Context: an optimization exercise on an open-source flow, tuned for small area and a short achievable clock period. The choices shown serve that exercise and are no tape-out recipe. Function was checked by simulation only, so behaviour that the tests miss may differ from the original.

==> flow/design.v, too long to show whole: its modules and the start of the top module <==
// module fpu_tree: 2801 lines
// module fpu_cpa: 653 lines
// module fpu_fa: 4 lines
// module fpu_hai: 4 lines
// module FPU_Main: 286 lines
// module fpu_mux31: 3 lines
// module fpu_mux8: 3 lines
module FPU_Main (
    input clk,
    input [31:0] A,
    input [31:0] B,
    input [1:0] S,
    output [31:0] O
);
  // ...
==> flow/flow/run.sh <==
#!/bin/bash
set -euo pipefail
bash standard.sh synth > synth.log 2>&1
bash standard.sh SETUP_SLACK_MARGIN=17.4 finish > layout.log 2>&1
==> flow/standard.sh <==
#!/bin/bash
# synth_recipe.tcl (not shown) runs the flow's synth.tcl, then flattens the netlist and writes it again
# the make line also repeats each setting of config.mk as NAME=value (left out here)
make -C /OpenROAD-flow-scripts/flow DESIGN_CONFIG=/design/flow/config.mk WORK_HOME=/design/flow/orfs CLKGATE_MAP_FILE= SYNTH_SCRIPT=/design/flow/synth_recipe.tcl "${@:-finish}"
==> flow/config.mk <==
export PLATFORM = sky130hd
export DESIGN_NAME = FPU_Main
export DESIGN_NICKNAME = FPU_Main
export VERILOG_FILES = /design/flow/design.v
export SDC_FILE = /design/flow/constraint.sdc
export NUM_CORES = 8
export LEC_CHECK = 0
export ABC_AREA = 1
export CAP_MARGIN = 20
export CORE_MARGIN = 2
export CORE_UTILIZATION = 40
export SLEW_MARGIN = 20
export SYNTH_HIERARCHICAL = 1
export SYNTH_MINIMUM_KEEP_SIZE = 0
==> flow/constraint.sdc <==
create_clock -name core_clock -period 25.0 [get_ports {clk}]
set_input_delay 5.0000 -clock core_clock [delete_from_list [all_inputs] [get_ports {clk}]]
set_output_delay 5.0000 -clock core_clock [all_outputs]
set_load 0.01 [all_outputs]
==> summary.txt, run 1 <==
Die H: 270 microns
Most frequent cells in the layout: 1268 x nand2_1, 522 x fa_1, 322 x inv_1, 146 x nand3_1, 109 x nor2_1
Cell count after synthesis: 3366
Starting DRT DRC Count: 2403
Design Area, Final: 31000 sq um
Crit path capture: t[19]$_DFF_P_
CTS root buffer: clkbuf_16
Area-dominant class: multi-input gates
Met2 global-route usage: 42.5%
RSZ-0062 raised after global routing: false
Postcts setup bufs: 3
Fraction of layout cells with a size suffix above 1: 9.10%
# hold bufs at CTS: 0
Placer Congestion: 0.963
Worst R2R Setup Slack: 17.55 ns
Type of origin of the critical path: flip-flop
DR vias: 24100
Core Region: 69900 sq um
Initial antenna violation count: 3
CTS tree: built
Most common cell after layout, fill and taps aside: nand2_1
Post-Synth XOR/XNOR Area: 3.20%
Max incr delay on CP: 0.59 ns
Hold/Removal Path Class: reg -> reg
Seq cells: 178
Final Util: 44.4%
Status: finished clean
NonClk Buf Share: 6.85%
Crit path depth: 34
CTS buffer count: 17
Area contributors post-synth: fa_1 37%, nand2_1 17%, dfxtp_1 8.6%, edfxtp_1 6.1%, inv_1 4.3%
Hold Vio Cnt, Final: 0
Final wirelength: 99900 microns
Top cell type's share of synthesized area: 37.2%
Row count: 97
HP Start: xst$_DFF_P_
Layer carrying the most global-route usage: met2
Initial Utilization: 40.4%
Post-synth top area cell: fa_1
==> run 2: changes to the inputs <==
==> flow/flow/run.sh (replaced) <==
#!/bin/bash
set -euo pipefail
bash standard.sh synth > synth.log 2>&1
bash standard.sh SETUP_SLACK_MARGIN=17.4 "BUFFER_PORTS_ARGS=-buffer_cell sky130_fd_sc_hd__buf_1" finish > layout.log 2>&1
==> run 2 against run 1 <==
  * Critical path type unchanged
  * Highest routed layer unchanged
  * Clock-buffer cell count shrank 3
  * Critical path depth shrank 2
  * Register-to-register slack gained 0.05 ns
  * Still clean on timing, DRC and antenna
  * Largest cell class unchanged
  * Setup slack gained 0.050 ns
==> summary.txt, run 2 <==
Reg clk slew, reported paths: 0.08 ns (was 0.07 ns)
Final wirelength: 99000 microns (was 99900 microns)
Layout area overhead: 7.80% (was 10.0%)
Crit Path Max Fanout: 31 (unchanged)
Final critical-path share of the clock period: 29.6% (was 29.8%)
DR vias/cell: 5.54 (was 5.52)
Vias in the first global route: 24400 (about the same)
CP Class: reg -> reg (unchanged)
Seq/Total Area, Yosys: 14.7% (unchanged)
Mapped cell area: 28200 sq um (unchanged)
Die area: 72700 sq um (unchanged)
Initial antenna violation count: 2 (was 3)
Layout Nets: 4095 (was 4093)
Fillers: 6978 (was 6914)
Syn Area/Cell: 8.38 sq um (unchanged)
Clock Skew: 0.0135 ns (was 0.0139 ns)
# IOs: 99 (unchanged)
Crit path capture: t[21]$_DFF_P_ (was t[19]$_DFF_P_)
Most common cell after layout, fill and taps aside: nand2_1 (unchanged)
FFs w/ async S/R, synth: 0% (unchanged)
Grt total ovfl: 0 (unchanged)
Final Setup Violations: 0 (unchanged)
Min cycle time layout: 7.40 ns (was 7.45 ns)
Peak Freq: 135 MHz (was 134 MHz)
Hold Vio Cnt, Final: 0 (unchanged)
RSZ-0062 raised after global routing: false (unchanged)
Most frequent cells in the layout: 1266 x nand2_1, 523 x fa_1, 322 x inv_1, 146 x nand3_1, 108 x nor2_1 (was 1268 x nand2_1, 522 x fa_1, 322 x inv_1, 146 x nand3_1, 109 x nor2_1)
Least-Margin Pin Slew: 1.03 ns (was 0.998 ns)
Post-synth EDFFs: 57 (unchanged)
Buf/Inv on CP: 7 (was 9)
# hold bufs at CTS: 0 (unchanged)
Max Cap Violations: 0 (unchanged)
Synth Flop Type: dfxtp_1 (unchanged)
CTS root buffer: clkbuf_16 (unchanged)
Final Util: 43.5% (was 44.4%)
Max incr delay on CP: 0.54 ns (was 0.59 ns)
Count leader, synth: nand2_1 (unchanged)
Die H: 270 microns (unchanged)
Reg2Reg Launch Point: sa[4]$_DFF_P_ (was sa[2]$_DFF_P_)
Cell variety after synth: 63 (unchanged)
Status: finished clean (unchanged)
Type of origin of the critical path: flip-flop (unchanged)
Slew headroom: 31.2% (was 33.4%)
CTS tree: built (unchanged)
Multi-input gate area in the final layout: 21600 sq um (about the same)
Starting DRT DRC Count: 2765 (was 2403)
Largest net degree at the start of global routing: 53 (unchanged)
FF+latch area: 4180 sq um (was 4190 sq um)
Clk buf depth: 2 (unchanged)
CTS buffer count: 17 (unchanged)
Worst R2R Setup Slack: 17.60 ns (was 17.55 ns)
Post-synth top area cell: fa_1 (unchanged)
Critical Path RT: 25.35 ns (was 25.32 ns)
Crit path max-delay family: adder cells (unchanged)
Setup TNS: 0 ns (unchanged)
Crit-path slowest cell: fa_1 (unchanged)
Synth Warn #: 7 (unchanged)
Initial Utilization: 40.4% (unchanged)
Placer Congestion: 0.938 (was 0.963)
# DRC: 0 (unchanged)
Crit path DAT: 7.75 ns (was 7.77 ns)
Fraction of layout cells with a size suffix above 1: 9.06% (was 9.10%)
Worst Setup SP: sa[4]$_DFF_P_ (was sa[2]$_DFF_P_)
TritonRoute pass-1 iters: 6 (unchanged)
Detailed Place HPWL: 70100 microns (was 70700 microns)
Crit path depth: 32 (was 34)
First-pass GRT wire length: 148000 microns (about the same)
DR vias: 24200 (was 24100)
Top cell type's share of synthesized area: 37.2% (unchanged)
Antenna viol nets, final: 0 (unchanged)
Worst reg2reg path depth: 32 (was 34)
Max-slew violation count: 0 (unchanged)
Hold/Removal Path Class: reg -> reg (unchanged)
H-tree depth: 4 (unchanged)
Worst reg2reg endpoint: t[21]$_DFF_P_ (was t[19]$_DFF_P_)
Row count: 97 (unchanged)
Count of input and output buffers: 98 (unchanged)
Cell count after synthesis: 3366 (unchanged)
Clock Latency Late Sink: 0.46 ns (was 0.45 ns)
GRT Overall Usage: 26.6% (was 26.7%)
Core Region: 69900 sq um (unchanged)
Area contributors post-synth: fa_1 37%, nand2_1 17%, dfxtp_1 8.6%, edfxtp_1 6.1%, inv_1 4.3% (unchanged)
Avg WL per Cell: 22.7 microns (was 22.9 microns)
Yosys reg bits: 178 (unchanged)
Top flop regs: A_r x32, B_r x32, t x32 (unchanged)
Crit path capture type: flip-flop (unchanged)
Sink Count: 178 (unchanged)
Synth cell count leaders: 1272 x nand2_1, 525 x fa_1, 324 x inv_1 (unchanged)
Die width: 270 microns (unchanged)
==> run 2: changes by cell type in the layout (fill, tap and decap cells not counted), moves of 3 or more <==
cell | previous run | this run
inv_4 | 4 | 1
buf_1 | 0 | 98
clkdlybuf4s50_1 | 98 | 0
dfxtp_2 | 21 | 17
clkbuf_16 | 30 | 26
buf_12 | 17 | 22
dfxtp_1 | 93 | 98
clkinv_2 | 1 | 4
==> run 2: cell families (layout without fill, tap and decap cells) <==
| group | count (synthesis) | after routing | synth area share (%) |
|---|---|---|---|
| and+or+nand+nor | 1672 | 1672 | 24.6 |
| adders and majority gates | 621 | 621 | 41.5 |
| buffers and inverters | 520 | 573 | 9.90 |
| AOI/OAI and AO/OA | 268 | 268 | 6.07 |
| DFF | 178 | 178 | 14.7 |
| xor gates and xnor gates | 103 | 103 | 3.20 |
| other | 2 | 4 | 0.0266 |
| muxes | 2 | 2 | 0.0709 |
==> run 2: worst min-delay path by stage <==
stage | slack, ns | depth (start not counted) | end | from
after floorplan | 0.49 | 0 | nn$_DFFE_PP_ | a_s0$_DFF_P_
after detailed placement | 0.54 | 3 | sv$_DFF_P_ | sv$_DFF_P_
after global routing | 0.58 | 0 | y[8]$_DFFE_PP_ | t[8]$_DFF_P_
final | 0.56 | 3 | t[31]$_DFF_P_ | xsb$_DFF_P_
after CTS | 0.56 | 3 | sv$_DFF_P_ | sv$_DFF_P_
after global placement | 0.53 | 3 | sv$_DFF_P_ | sv$_DFF_P_
==> run 2: final cells by class <==
| class | count | area share (%) |
|---|---|---|
| Antenna cell | 1 | 0.00823 |
| Inverter | 348 | 4.41 |
| Timing Repair Buffer | 192 | 5.20 |
| Sequential cell | 178 | 13.7 |
| Multi-Input combinational cell | 2669 | 71.0 |
| Tap cell | 940 | 3.87 |
| Clock buffer | 18 | 1.41 |
| Timing Repair inverter | 1 | 0.0247 |
| Clock inverter | 14 | 0.341 |
==> run 2: Yosys stat by module (local to each module, per instance) <==
module | copies in the design | cells inside
fpu_tree | 1 | 700
fpu_mux31 | 1 | 100
FPU_Main | 1 | 1503
fpu_mux8 | 1 | 26
fpu_cpa | 1 | 400
fpu_hai | 23 | 5
fpu_fa | 522 | 1
==> run 2: layer usage <==
layer,vias up,global-route usage (%),share of wire (%)
li1,10500,-,-
met1,12000,36.6,40
met2,1423,43.1,46
met3,225,5.00,11
met4,2,7.15,3.3
met5,-,0,0.012
==> run 2: metrics by stage <==
step | instances | setup WS, ns | hold WS, ns | cell area [sq um]
CTS | 4330 | 17.40 | 0.562 | 29600
floorplan | 3367 | 17.54 | 0.493 | 28200
detailed placement | 4291 | 15.83 | 0.542 | 28800
finish | 4361 | 17.60 | 0.564 | 30400
global route | 4360 | 17.35 | 0.581 | 30400
global placement | 4291 | 15.95 | 0.535 | 28800
==> run 2: worst reg2reg max path, delay by kind of cell (launching register included) <==
family / cells / cell delay (ns)
DFF: 1 / 0.36
and+or+nand+nor: 12 / 1.35
buffers and inverters: 7 / 1.04
adders and majority gates: 9 / 3.93
AOI/OAI and AO/OA: 4 / 0.64
==> run 2: what timing repair did <==
| action | in CTS | in global routing |
|---|---|---|
| setup endpoints to repair | 32 | 31 |
| resized for setup | 53 | 95 |
| buffers inserted | 4 | 21 |
| gates cloned | 3 | 9 |
| pin swaps | 1 | 7 |
==> module FPU_Main, before the edit <==
module FPU_Main (
    input clk,
    input [31:0] A,
    input [31:0] B,
    input [1:0] S,
    output [31:0] O
);
    localparam [1:0] OP_ADD = 2'd0, OP_SQRT = 2'd1, OP_MUL = 2'd2, OP_DIV = 2'd3;
    localparam [31:0] C_GUESS_M = 32'h3ff0f0f1;   
    localparam [31:0] C_GUESS_A = 32'h4034b4b5;   
    localparam [31:0] C_TWO     = 32'h40000000;
    localparam [31:0] C_X0      = 32'h3f5a827a;   
    localparam [31:0] C_R0      = 32'h3f95f61a;   
    localparam [31:0] C_SQ2     = 32'h3fb504f3;
    reg [31:0] A_r, B_r, t;         
    reg [22:0] y;
    reg        ye0;
    reg [1:0]  S_r;
    reg [4:0]  step;
    reg [1:0]  chg;                 
    reg        nn;                  
    reg [4:0]  sa;                  
    reg        sv;                  
    assign O = t;
    wire sq = (S_r == OP_SQRT);
    wire restart = |chg;
    wire       pos = (A_r[30:23] >= 8'd127);
    wire       sq_rem = ~A_r[23];
    wire [8:0] dab = {1'b0, A_r[30:23]} - {1'b0, B_r[30:23]};
    wire [8:0] dba = {1'b0, B_r[30:23]} - {1'b0, A_r[30:23]};
    wire       abig = ~dab[8];                       
    wire [7:0] de = abig ? dab[7:0] : dba[7:0];
    wire       de0 = (de == 8'd0);
    wire       sub0 = A_r[31] ^ B_r[31];
    reg  [4:0] lz;                                   
    integer k;
    always @* begin
        lz = 5'd24;
        for (k = 0; k < 23; k = k + 1)
            if (t[k]) lz = 5'd23 - k[4:0];
    end
    wire [4:0] nstep = restart ? 5'd0 : (step == 5'd31) ? 5'd31 : step + 5'd1;
    localparam [4:0] O_NONE = 5'd0,
        O_DP_C1 = 5'd1,    
        O_C2_T  = 5'd2,    
        O_DP_Y  = 5'd3,    
        O_TWO_T = 5'd4,    
        O_DPT_C1 = 5'd5,   
        O_T_Y_T = 5'd6,    
        O_RC_N  = 5'd7,    
        O_R0_AP = 5'd8,    
        O_X0_T  = 5'd9,    
        O_X_T   = 5'd10,   
        O_X_C3E = 5'd11,   
        O_T_C3  = 5'd12,   
        O_B_A   = 5'd13,   
        O_FIX   = 5'd14,   
        O_ALN   = 5'd15,   
        O_ADD   = 5'd16,   
        O_SHN   = 5'd17,   
        O_NRM   = 5'd18,   
        O_IDT   = 5'd19;   
    reg [3:0] j;
    reg       inner;
    reg [4:0] op;
    always @* begin
        inner = 1'b0; j = 4'd0;
        if (S_r == OP_DIV) begin
            inner = (nstep < 5'd12); j = nstep[3:0];
        end else if (nstep >= 5'd2 && nstep < 5'd14) begin
            inner = 1'b1; j = nstep[3:0] - 4'd2;
        end else if (nstep >= 5'd15 && nstep < 5'd27) begin
            inner = 1'b1; j = nstep[3:0] - 4'd15;
        end
        op = O_IDT;
        if ((S_r == OP_DIV || S_r == OP_SQRT) && inner) begin
            case (j)
                4'd0: op = sq ? O_DPT_C1 : O_DP_C1;
                4'd1: op = O_C2_T;
                4'd2, 4'd5, 4'd8: op = O_DP_Y;
                4'd3, 4'd6, 4'd9: op = O_TWO_T;
                4'd4, 4'd7, 4'd10: op = O_T_Y_T;
                4'd11: op = O_RC_N;
                default: ;
            endcase
        end else if (S_r == OP_SQRT) begin
            case (nstep)
                5'd0: op = O_R0_AP;
                5'd1: op = O_X0_T;
                5'd14, 5'd27: op = O_X_T;
                5'd28: op = O_X_C3E;
                5'd29: op = sq_rem ? O_T_C3 : O_IDT;
                default: ;
            endcase
        end else if (S_r == OP_DIV) begin
            if (nstep == 5'd12) op = O_FIX;
        end else if (S_r == OP_ADD) begin
            case (nstep)
                5'd0: op = O_ALN;
                5'd1: op = O_ADD;
                5'd2: op = O_SHN;
                5'd3: op = nn ? O_NRM : O_IDT;
                default: ;
            endcase
        end else begin
            if (nstep == 5'd0) op = O_B_A;
        end
    end
    wire n_x_br = (op == O_X_T) || (op == O_B_A) ||
                  ((op == O_ALN) && abig) || ((op == O_ADD) && !abig);
    wire n_x_ar = ((op == O_ALN) && !abig) || ((op == O_ADD) && abig);
    wire n_x_dp = (op == O_DP_C1) || (op == O_DP_Y);
    wire n_x_t  = (op == O_T_Y_T) || (op == O_T_C3) || (op == O_IDT) || (op == O_X_C3E) || (op == O_FIX);
    wire n_x_dpt = (op == O_DPT_C1);
    wire n_x_rc = (op == O_RC_N);
    wire n_x_tr = (op == O_NRM) || (op == O_SHN);
    wire n_x_r0 = (op == O_R0_AP);
    wire n_x_c2 = (op == O_C2_T);
    wire n_x_two = (op == O_TWO_T);
    wire n_x_x0 = (op == O_X0_T);
    wire n_y_c1 = (op == O_DP_C1) || (op == O_DPT_C1);
    wire n_y_y  = (op == O_T_Y_T);
    wire n_y_t  = (op == O_DP_Y);
    wire n_y_a  = (op == O_B_A);
    wire n_y_ap = (op == O_RC_N) || (op == O_R0_AP);
    wire n_y_c3e = (op == O_X_C3E);
    wire n_y_c3 = (op == O_T_C3);
    wire n_y_one = (op == O_ADD) || (op == O_SHN) || (op == O_IDT);
    wire n_y_qtr = (op == O_C2_T) || (op == O_TWO_T);
    wire n_y_half = (op == O_X0_T) || (op == O_X_T);
    wire n_y_sh = (op == O_ALN) || (op == O_NRM);
    reg e1t, e1b, e2y, e2nb, e2a, e2x, e2s;   
    reg [7:0] kr;
    reg xst, xsb, xsa, yst, ysa;
    reg sxb, sxt, sxa, syy, sya, shen, hy_r, hx_r;
    reg kx_a, kx_b, kx_c, kx_d, kx_e, kx_f, kx_g;    
    reg ky_p, ky_q, ky_r;                            
    reg a_dv, a_sq, a_s0, a_ref_x;
    reg w_mul, w_sqa, w_dva, w_s0a, w_raw, w_nrm;
    reg we_y, we_x, syt;
    reg        c_shn;                                 
    wire [4:0] n_sa = (op == O_ALN) ? 5'd23 - de[4:0] : c_shn ? lz : sa;
    wire       n_sv = (op == O_ALN) ? (de < 8'd24) : c_shn ? 1'b1 : sv;
    always @(posedge clk) begin
        step <= nstep;
        e1t <= (op == O_DP_Y) || (op == O_T_Y_T) || (op == O_RC_N) || (op == O_X_C3E) || (op == O_T_C3) ||
               (op == O_SHN) || (op == O_NRM) || (op == O_IDT) || (op == O_FIX);
        e1b <= (op == O_X_T) || (op == O_B_A) || ((op == O_ADD) && !abig);
        e2nb <= (op == O_RC_N);
        e2a <= (op == O_B_A) || (op == O_FIX) || ((op == O_ADD) && abig);
        e2x <= (op == O_X_C3E);
        e2s <= (op == O_NRM);
        case (op)
            O_DP_C1, O_DPT_C1, O_C2_T, O_TWO_T, O_R0_AP, O_RC_N: kr <= 8'd126;
            O_DP_Y, O_X_T: kr <= 8'd255;
            O_T_Y_T:        kr <= 8'd255;    
            O_B_A:          kr <= 8'd129;
            O_X0_T:         kr <= 8'd125;
            O_X_C3E:        kr <= {7'b1100000, pos & A_r[23]};
            O_FIX:          kr <= 8'd130;
            O_NRM:          kr <= 8'd1;
            default:        kr <= 8'd0;
        endcase
        xst <= (op == O_T_Y_T) || (op == O_X_C3E) || (op == O_T_C3) || (op == O_SHN) || (op == O_NRM) ||
               (op == O_IDT) || (op == O_FIX);
        xsb <= (op == O_RC_N) || (op == O_X_T) || (op == O_B_A) || ((op == O_ADD) && !abig);
        xsa <= (op == O_ADD) && abig;
        e2y <= (op == O_T_Y_T);
        yst <= (op == O_DP_Y);
        ysa <= (op == O_B_A) || (op == O_FIX);
        sxb <= n_x_br | n_x_dp;
        sxt <= n_x_t | n_x_rc | n_x_tr | n_x_dpt;
        syt <= n_y_t;
        sxa <= n_x_ar;
        syy <= n_y_y;
        sya <= n_y_a | n_y_ap;
        hx_r <= ~n_x_tr;
        sa <= n_sa;
        sv <= n_sv;
        c_shn <= (op == O_SHN);
        shen <= n_y_sh & n_sv;
        hy_r <= ~n_y_sh | ((n_sa == 5'd23) & n_sv);
        kx_a <= n_x_c2;
        kx_b <= n_x_r0 | n_x_x0;
        kx_c <= n_x_r0 | n_x_c2 | n_x_x0;
        kx_d <= n_x_c2 | n_x_x0;
        kx_e <= n_x_x0;
        kx_f <= n_x_r0 | n_x_c2;
        kx_g <= n_x_r0;
        ky_p <= n_y_c1 | n_y_c3e | n_y_c3;
        ky_q <= n_y_c3e | n_y_c3;
        ky_r <= n_y_c1;
        a_dv  <= (op == O_C2_T) || (op == O_TWO_T);
        a_sq  <= (op == O_X0_T) || (op == O_X_T);
        a_ref_x <= (op == O_X_T);
        a_s0  <= (op == O_ADD);
        w_sqa <= (op == O_X0_T) || (op == O_X_T);
        w_dva <= (op == O_C2_T) || (op == O_TWO_T);
        w_s0a <= (op == O_ADD);
        w_raw <= (op == O_ALN) || (op == O_SHN);
        w_nrm <= (op == O_NRM);
        w_mul <= (op == O_DP_C1) || (op == O_DP_Y) || (op == O_DPT_C1) || (op == O_T_Y_T) ||
                 (op == O_RC_N) || (op == O_R0_AP) || (op == O_X_C3E) || (op == O_T_C3) || (op == O_B_A) ||
                 (op == O_IDT) || (op == O_FIX);
        we_y  <= (op == O_DP_Y);
        we_x  <= (op == O_DPT_C1);
    end
    wire kx0 = 1'b0;
    wire [22:0] kxv = {kx_e, kx_a, kx_c, kx_e, kx_f, kx_e, kx_g, kx_c, kx_g, kx_f, kx_f, kx0,
                       kx_f, kx_b, kx0, kx_a, kx_e, kx_d, kx_c, kx_b, kx_a, kx_b, kx_a};
    wire [22:0] kyv = {ky_r, ky_p, ky_p, kx0, ky_q, kx0, ky_q, ky_r, ky_r, ky_r, ky_r, kx0,
                       ky_q, kx0, kx0, ky_p, ky_p, ky_p, ky_p, kx0, kx0, ky_q, ky_p};
    reg  [22:0] oh;                                   
    always @* begin
        for (k = 0; k < 23; k = k + 1)
            oh[k] = shen & (sa == k[4:0]);
    end
    wire [22:0] xm = ({23{sxb}} & B_r[22:0]) | ({23{sxt}} & t[22:0]) | ({23{sxa}} & A_r[22:0]) | kxv;
    wire        hx = hx_r;
    wire [22:0] ym = ({23{syy}} & y[22:0]) | ({23{syt}} & t[22:0]) | ({23{sya}} & A_r[22:0]) | kyv | oh;
    wire        hy = hy_r;
    wire [1:0]  ref2 = a_ref_x ? B_r[24:23] : C_X0[24:23];
    wire [1:0]  dq = t[24:23] - ref2;                
    wire        sh_p1 = a_sq & (dq == 2'd1);
    wire        sh_m1 = (a_sq & (dq == 2'd3)) | (a_dv & t[23]);
    wire        sh_m2 = a_dv & ~t[23];
    wire        sh_0  = (a_sq & (dq == 2'd0)) | a_s0;
    wire [23:0] av = {a_s0 ? de0 : 1'b1, t[22:0]};
    wire [25:0] aal = ({26{sh_p1}} & {1'b0, av, 1'b0}) | ({26{sh_0}} & {2'b00, av})
                    | ({26{sh_m1}} & {3'b000, av[23:1]}) | ({26{sh_m2}} & {4'b0000, av[23:2]});
    wire        asub = a_dv | (a_s0 & sub0);
    wire [25:0] ad = aal ^ {26{asub}};
    wire [48:21] p;
    wire [22:0] pl;                  
    fpu_tree u_tree (.xv({hx, xm}), .yv({hy, ym}), .ad(ad), .cin(asub), .p(p), .pl(pl));
    wire [7:0]  ex1 = ({8{e1t}} & t[30:23]) | ({8{e1b}} & B_r[30:23]);
    wire [7:0]  ex2 = ({8{e2y}} & {7'd0, ye0}) | ({8{e2nb}} & ~B_r[30:23]) | ({8{e2a}} & A_r[30:23])
                    | ({8{e2x}} & {1'b0, A_r[30:24]}) | ({8{e2s}} & {3'b111, ~sa});
    wire [7:0]  es, ec, e0, erc;
    genvar ge;
    generate
        for (ge = 0; ge < 8; ge = ge + 1) begin : g_exp
            fpu_fa u_c (.a(ex1[ge]), .b(ex2[ge]), .ci(kr[ge]), .s(es[ge]), .co(ec[ge]));
            if (ge == 0) begin : g_lsb
                assign e0[0] = es[0];
                assign erc[0] = 1'b0;
            end else begin : g_bit
                fpu_fa u_r (.a(es[ge]), .b(ec[ge-1]), .ci(erc[ge-1]), .s(e0[ge]), .co(erc[ge]));
            end
        end
    endgenerate
    wire        xs = (xst & t[31]) | (xsb & B_r[31]) | (xsa & A_r[31]);
    wire        ys = (yst & t[31]) | (ysa & A_r[31]);
    wire        h = ((w_mul | w_s0a) & p[47]) | (w_sqa & (p[48] | p[47])) | (w_dva & p[45]);
    wire        hs48 = w_sqa & p[48];
    wire        hs47 = (w_mul | w_s0a) | (w_sqa & ~p[48]);
    wire        ls46 = w_mul | w_sqa | w_raw | w_s0a;
    wire [22:0] hi_m = ({23{hs48}} & p[47:25]) | ({23{hs47}} & p[46:24]) | ({23{w_dva}} & p[44:22]);
    wire [22:0] lo_m = ({23{ls46}} & p[45:23]) | ({23{w_dva}} & p[43:21]) | ({23{w_nrm}} & pl);
    wire [7:0]  e1 = e0 + 8'd1;
    wire [7:0]  e2 = e0 + 8'd2;
    wire [7:0]  hi_e;
    fpu_mux8 u_hie (.s(hs48), .a(e2), .b(e1), .y(hi_e));
    wire [7:0]  lo_e = e0;
    wire        rs = xs ^ ys;
    wire [31:0] res;
    wire [31:0] r_hi = {rs, hi_e, hi_m};
    wire [31:0] r_lo = {rs, lo_e, lo_m};
    assign res[31] = rs;
    fpu_mux31 u_res (.s(h), .a(r_hi[30:0]), .b(r_lo[30:0]), .y(res[30:0]));
    always @(posedge clk) begin
        A_r <= A;
        S_r <= S;
        chg <= {(S != S_r) || (A != A_r), (B != B_r) && !sq};
        if (!sq)
            B_r <= B;
        else if (we_x)
            B_r <= t;
        t <= res;
        if (we_y) begin
            y <= t[22:0];
            ye0 <= t[23];
        end
        if (w_s0a) nn <= ~(p[47] | p[46]);
    end
endmodule
==> run 3: changes to the inputs <==
--- a/flow/design.v
+++ b/flow/design.v
@@ -3523,3 +3523,4 @@
         O_NRM   = 5'd18,   
-        O_IDT   = 5'd19;   
+        O_IDT   = 5'd19,   
+        O_CPA   = 5'd20;   
     reg [3:0] j;
@@ -3560,6 +3561,7 @@
             case (nstep)
-                5'd0: op = O_ALN;
-                5'd1: op = O_ADD;
-                5'd2: op = O_SHN;
-                5'd3: op = nn ? O_NRM : O_IDT;
+                5'd0: op = O_CPA;
+                5'd1: op = O_ALN;
+                5'd2: op = O_ADD;
+                5'd3: op = O_SHN;
+                5'd4: op = nn ? O_NRM : O_IDT;
                 default: ;
@@ -3572,5 +3574,4 @@
                   ((op == O_ALN) && abig) || ((op == O_ADD) && !abig);
-    wire n_x_ar = ((op == O_ALN) && !abig) || ((op == O_ADD) && abig);
     wire n_x_dp = (op == O_DP_C1) || (op == O_DP_Y);
-    wire n_x_t  = (op == O_T_Y_T) || (op == O_T_C3) || (op == O_IDT) || (op == O_X_C3E) || (op == O_FIX);
+    wire n_x_t  = ((op == O_ALN) && !abig) || (op == O_T_Y_T) || (op == O_T_C3) || (op == O_IDT) || (op == O_X_C3E) || (op == O_FIX);
     wire n_x_dpt = (op == O_DPT_C1);
@@ -3585,3 +3586,3 @@
     wire n_y_t  = (op == O_DP_Y);
-    wire n_y_a  = (op == O_B_A);
+    wire n_y_a  = (op == O_B_A) || (op == O_CPA) || ((op == O_ADD) && abig);
     wire n_y_ap = (op == O_RC_N) || (op == O_R0_AP);
@@ -3595,4 +3596,4 @@
     reg [7:0] kr;
-    reg xst, xsb, xsa, yst, ysa;
-    reg sxb, sxt, sxa, syy, sya, shen, hy_r, hx_r;
+    reg xst, xsb, yst, ysa;
+    reg sxb, sxt, syy, sya, shen, hy_r;
     reg kx_a, kx_b, kx_c, kx_d, kx_e, kx_f, kx_g;    
@@ -3611,3 +3612,3 @@
         e2nb <= (op == O_RC_N);
-        e2a <= (op == O_B_A) || (op == O_FIX) || ((op == O_ADD) && abig);
+        e2a <= (op == O_B_A) || (op == O_FIX) || (op == O_CPA) || ((op == O_ADD) && abig);
         e2x <= (op == O_X_C3E);
@@ -3628,6 +3629,5 @@
         xsb <= (op == O_RC_N) || (op == O_X_T) || (op == O_B_A) || ((op == O_ADD) && !abig);
-        xsa <= (op == O_ADD) && abig;
         e2y <= (op == O_T_Y_T);
         yst <= (op == O_DP_Y);
-        ysa <= (op == O_B_A) || (op == O_FIX);
+        ysa <= (op == O_B_A) || (op == O_FIX) || (op == O_CPA) || ((op == O_ADD) && abig);
         sxb <= n_x_br | n_x_dp;
@@ -3635,6 +3635,4 @@
         syt <= n_y_t;
-        sxa <= n_x_ar;
         syy <= n_y_y;
         sya <= n_y_a | n_y_ap;
-        hx_r <= ~n_x_tr;
         sa <= n_sa;
@@ -3665,3 +3663,3 @@
                  (op == O_RC_N) || (op == O_R0_AP) || (op == O_X_C3E) || (op == O_T_C3) || (op == O_B_A) ||
-                 (op == O_IDT) || (op == O_FIX);
+                 (op == O_IDT) || (op == O_FIX) || (op == O_CPA);
         we_y  <= (op == O_DP_Y);
@@ -3679,4 +3677,4 @@
     end
-    wire [22:0] xm = ({23{sxb}} & B_r[22:0]) | ({23{sxt}} & t[22:0]) | ({23{sxa}} & A_r[22:0]) | kxv;
-    wire        hx = hx_r;
+    wire [22:0] xm = ({23{sxb}} & B_r[22:0]) | ({23{sxt}} & t[22:0]) | kxv;
+    wire        hx = 1'b1;
     wire [22:0] ym = ({23{syy}} & y[22:0]) | ({23{syt}} & t[22:0]) | ({23{sya}} & A_r[22:0]) | kyv | oh;
@@ -3713,3 +3711,3 @@
     endgenerate
-    wire        xs = (xst & t[31]) | (xsb & B_r[31]) | (xsa & A_r[31]);
+    wire        xs = (xst & t[31]) | (xsb & B_r[31]);
     wire        ys = (yst & t[31]) | (ysa & A_r[31]);
==> flow/flow/run.sh (replaced) <==
#!/bin/bash
set -euo pipefail
bash standard.sh synth > synth.log 2>&1
bash standard.sh SETUP_SLACK_MARGIN=17.4 finish > layout.log 2>&1
==> run 3 against run 2 <==
  * Synthesized area fell by 0.38%
  * Largest cell class unchanged
  * Sequential share of layout area is 0.67 points lower
  * Critical path type unchanged
  * Clock skew fell by 0.0046 ns
==> summary.txt, run 3 <==
Hold Vio Cnt, Final: 0 (unchanged)
Min cycle time layout: 7.48 ns (was 7.40 ns)
Avg WL per Cell: 22.6 microns (was 22.7 microns)
Post-synth top area cell: fa_1 (unchanged)
Most frequent cells in the layout: 1218 x nand2_1, 521 x fa_1, 333 x inv_1, 118 x nand3_1, 110 x nor2_1 (was 1266 x nand2_1, 523 x fa_1, 322 x inv_1, 146 x nand3_1, 108 x nor2_1)
Mapped cell area: 28100 sq um (was 28200 sq um)
Critical Path RT: 25.34 ns (was 25.35 ns)
Post-synth EDFFs: 57 (unchanged)
Die H: 269 microns (was 270 microns)
Initial Utilization: 40.3% (was 40.4%)
Hold/Removal Path Class: reg -> reg (unchanged)
Top cell type's share of synthesized area: 37.4% (was 37.2%)
Max-slew violation count: 0 (unchanged)
Synth cell count leaders: 1224 x nand2_1, 525 x fa_1, 340 x inv_1 (was 1272 x nand2_1, 525 x fa_1, 324 x inv_1)
Clk buf depth: 2 (unchanged)
Slew headroom: 34.1% (was 31.2%)
Top flop regs: A_r x32, B_r x32, t x32 (unchanged)
Seq/Total Area, Yosys: 14.4% (was 14.7%)
Worst reg2reg path depth: 29 (was 32)
Final Setup Violations: 0 (unchanged)
Cell variety after synth: 62 (was 63)
Area of placed instances: 29500 sq um (was 28800 sq um)
Layout area overhead: 11.9% (was 7.80%)
Count leader, synth: nand2_1 (unchanged)
Antenna viol nets, final: 0 (unchanged)
Cell count after synthesis: 3338 (was 3366)
Clock Latency Late Sink: 0.44 ns (was 0.46 ns)
Peak Freq: 134 MHz (was 135 MHz)
Die width: 269 microns (was 270 microns)
RSZ-0062 raised after global routing: false (unchanged)
WHS Path Cells: 0 (was 3)
Row count: 97 (unchanged)
Detailed Place HPWL: 70600 microns (was 70100 microns)
H-tree depth: 4 (unchanged)
Count of input and output buffers: 98 (unchanged)
Die area: 72400 sq um (was 72700 sq um)
DR vias/cell: 5.47 (was 5.54)
Sink Count: 174 (was 178)
CTS buffer count: 17 (unchanged)
Crit-path slowest cell: dfxtp_1 (was fa_1)
Worst R2R Setup Slack: 17.52 ns (was 17.60 ns)
GRT Overall Usage: 27.0% (was 26.6%)
Pre-CTS setup slack: 15.93 ns (was 15.83 ns)
Synth Warn #: 7 (unchanged)
Area contributors post-synth: fa_1 37%, nand2_1 16%, dfxtp_1 8.3%, edfxtp_1 6.1%, inv_1 4.5% (was fa_1 37%, nand2_1 17%, dfxtp_1 8.6%, edfxtp_1 6.1%, inv_1 4.3%)
Clock Skew: 0.00891 ns (was 0.0135 ns)
Reg clk slew, reported paths: 0.08 ns (about the same)
First-pass GRT wire length: 145000 microns (was 148000 microns)
Core Region: 69800 sq um (was 69900 sq um)
Diodes inserted: 0 (was 1)
Crit path capture type: flip-flop (unchanged)
Placer Congestion: 0.994 (was 0.938)
Most common cell after layout, fill and taps aside: nand2_1 (unchanged)
Max incr delay on CP: 0.63 ns (was 0.54 ns)
Fraction of layout cells with a size suffix above 1: 10.8% (was 9.06%)
Crit path DAT: 7.82 ns (was 7.75 ns)
Layout Nets: 4103 (was 4095)
Starting DRT DRC Count: 2475 (was 2765)
Yosys reg bits: 174 (was 178)
Type of origin of the critical path: flip-flop (unchanged)
Initial antenna violation count: 0 (was 2)
CP Class: reg -> reg (unchanged)
Final wirelength: 98700 microns (was 99000 microns)
Largest net degree at the start of global routing: 50 (was 53)
Vias in the first global route: 24100 (was 24400)
Design Area, Final: 31400 sq um (was 30400 sq um)
TritonRoute pass-1 iters: 6 (unchanged)
Hold_ws: 0.524 ns (was 0.564 ns)
Most Frequent Cell on Critical Path: nand2_1
Max Cap Violations: 0 (unchanged)
Setup TNS: 0 ns (unchanged)
FFs w/ async S/R, synth: 0% (unchanged)
# DRC: 0 (unchanged)
Synth Flop Type: dfxtp_1 (unchanged)
Final worst slack: 17.52 ns (was 17.60 ns)
Syn Area/Cell: 8.42 sq um (was 8.38 sq um)
CTS tree: built (unchanged)
Grt total ovfl: 0 (unchanged)
Crit Path Max Fanout: 24 (was 31)
Final critical-path share of the clock period: 29.9% (was 29.6%)
# IOs: 99 (unchanged)
DR vias: 23900 (was 24200)
CTS root buffer: clkbuf_16 (unchanged)
Least-Margin Pin Slew: 0.987 ns (was 1.03 ns)
Status: finished clean (unchanged)
-- run 3: path summary, 6_finish.rpt --
check | start | to
setup reg to reg | t[22]$_DFF_P_ | t[13]$_DFF_P_
hold / removal | a_s0$_DFF_P_ | nn$_DFFE_PP_
hold reg to reg | a_s0$_DFF_P_ | nn$_DFFE_PP_
setup / recovery | t[22]$_DFF_P_ | t[13]$_DFF_P_
-- run 3: worst max-delay path, delay by kind of cell (launching register included) --
| family | cells | cell delay, ns |
|---|---|---|
| AOI/OAI and AO/OA | 5 | 0.89 |
| adders and majority gates | 8 | 3.75 |
| buffers and inverters | 5 | 1.10 |
| DFF | 1 | 0.63 |
| and+or+nand+nor | 11 | 0.94 |
-- run 3: final cells by class --
cell class | count | area (sq um)
Clock buffer | 17 | 425
Clock inverter | 15 | 146
Fill cell | 6830 | 38300
Inverter | 362 | 1390
Multi-Input combinational cell | 2639 | 21700
Sequential cell | 174 | 4110
Tap cell | 940 | 1180
Timing Repair Buffer | 221 | 2490
-- run 3: logic make-up after synthesis --
| family | count (synthesis) | synth area share, % |
|---|---|---|
| buf+inv | 532 | 10.1 |
| flops | 174 | 14.4 |
| fa+ha+maj | 621 | 41.7 |
| simple gates | 1601 | 23.7 |
| other cells | 3 | 0.0401 |
| compound gates | 305 | 6.85 |
| xor+xnor | 102 | 3.18 |
-- run 3: metrics by stage --
step           utilization [%]  instances
2_1_floorplan                -       3344
3_3_place_gp              42.2       4273
3_5_place_dp              42.2       4273
4_1_cts                   43.4       4312
5_1_grt                   45.1       4368
6_report                  45.1       4368
-- run 3: layer usage --
metal	track usage, %	up-vias	part of all wire (%)
li1	-	10500	-
met1	36.1	11800	41
met2	43.8	1277	46
met3	4.66	239	8.7
met4	10.2	0	4.4
met5	0	-	0
-- run 3: Yosys stat by module, one instance, submodules excluded --
module	cells inside	flops+latches	area [sq um]
fpu_tree	700	0	3350
fpu_fa	1	0	20.0
fpu_cpa	400	0	2280
fpu_mux8	26	0	105
fpu_mux31	100	0	383
FPU_Main	1475	174	10900
fpu_hai	5	0	27.5
-- run 3: timing repair --
item | CTS | global route
gates cloned | 2 | 14
resized for setup | 62 | 116
endpoints found under the setup margin | 32 | 31
hold buffers | 0 | 0
pin swaps | 2 | 4
setup buffers | 5 | 42

## separate check: timing with driven ports
The results above use ideal ports. As a check the final layouts listed here were re-extracted and re-timed, cells and wires unchanged. Step 1: set_driving_cell puts a clkbuf_16 on clk and a buf_2 on each other input, an assumption about the parent block. Step 2 adds t to the input delays and takes it off the output delays; t is the mean of the earliest and latest rising clock arrival at the registers after step 1. Input paths then give back, and output paths get back, about the clock's delay inside the block. Three values: ideal, step 1, step 2; two values: the first two.
| run | t, ns | setup slack, ns | slew at the worst register clock pin (ns) | worst data-port slew with drivers (ns) |
|---|---|---|---|---|
| run 1 | 0.488 | 17.551 / 17.551 / 17.551 | 0.08 / 0.08 | 0.04 |
| run 2 | 0.500 | 17.602 / 17.602 / 17.602 | 0.08 / 0.08 | 0.05 |
| run 3 | 0.489 | 17.518 / 17.518 / 17.518 | 0.08 / 0.08 | 0.04 |
After both steps setup and hold are still met in every run listed.
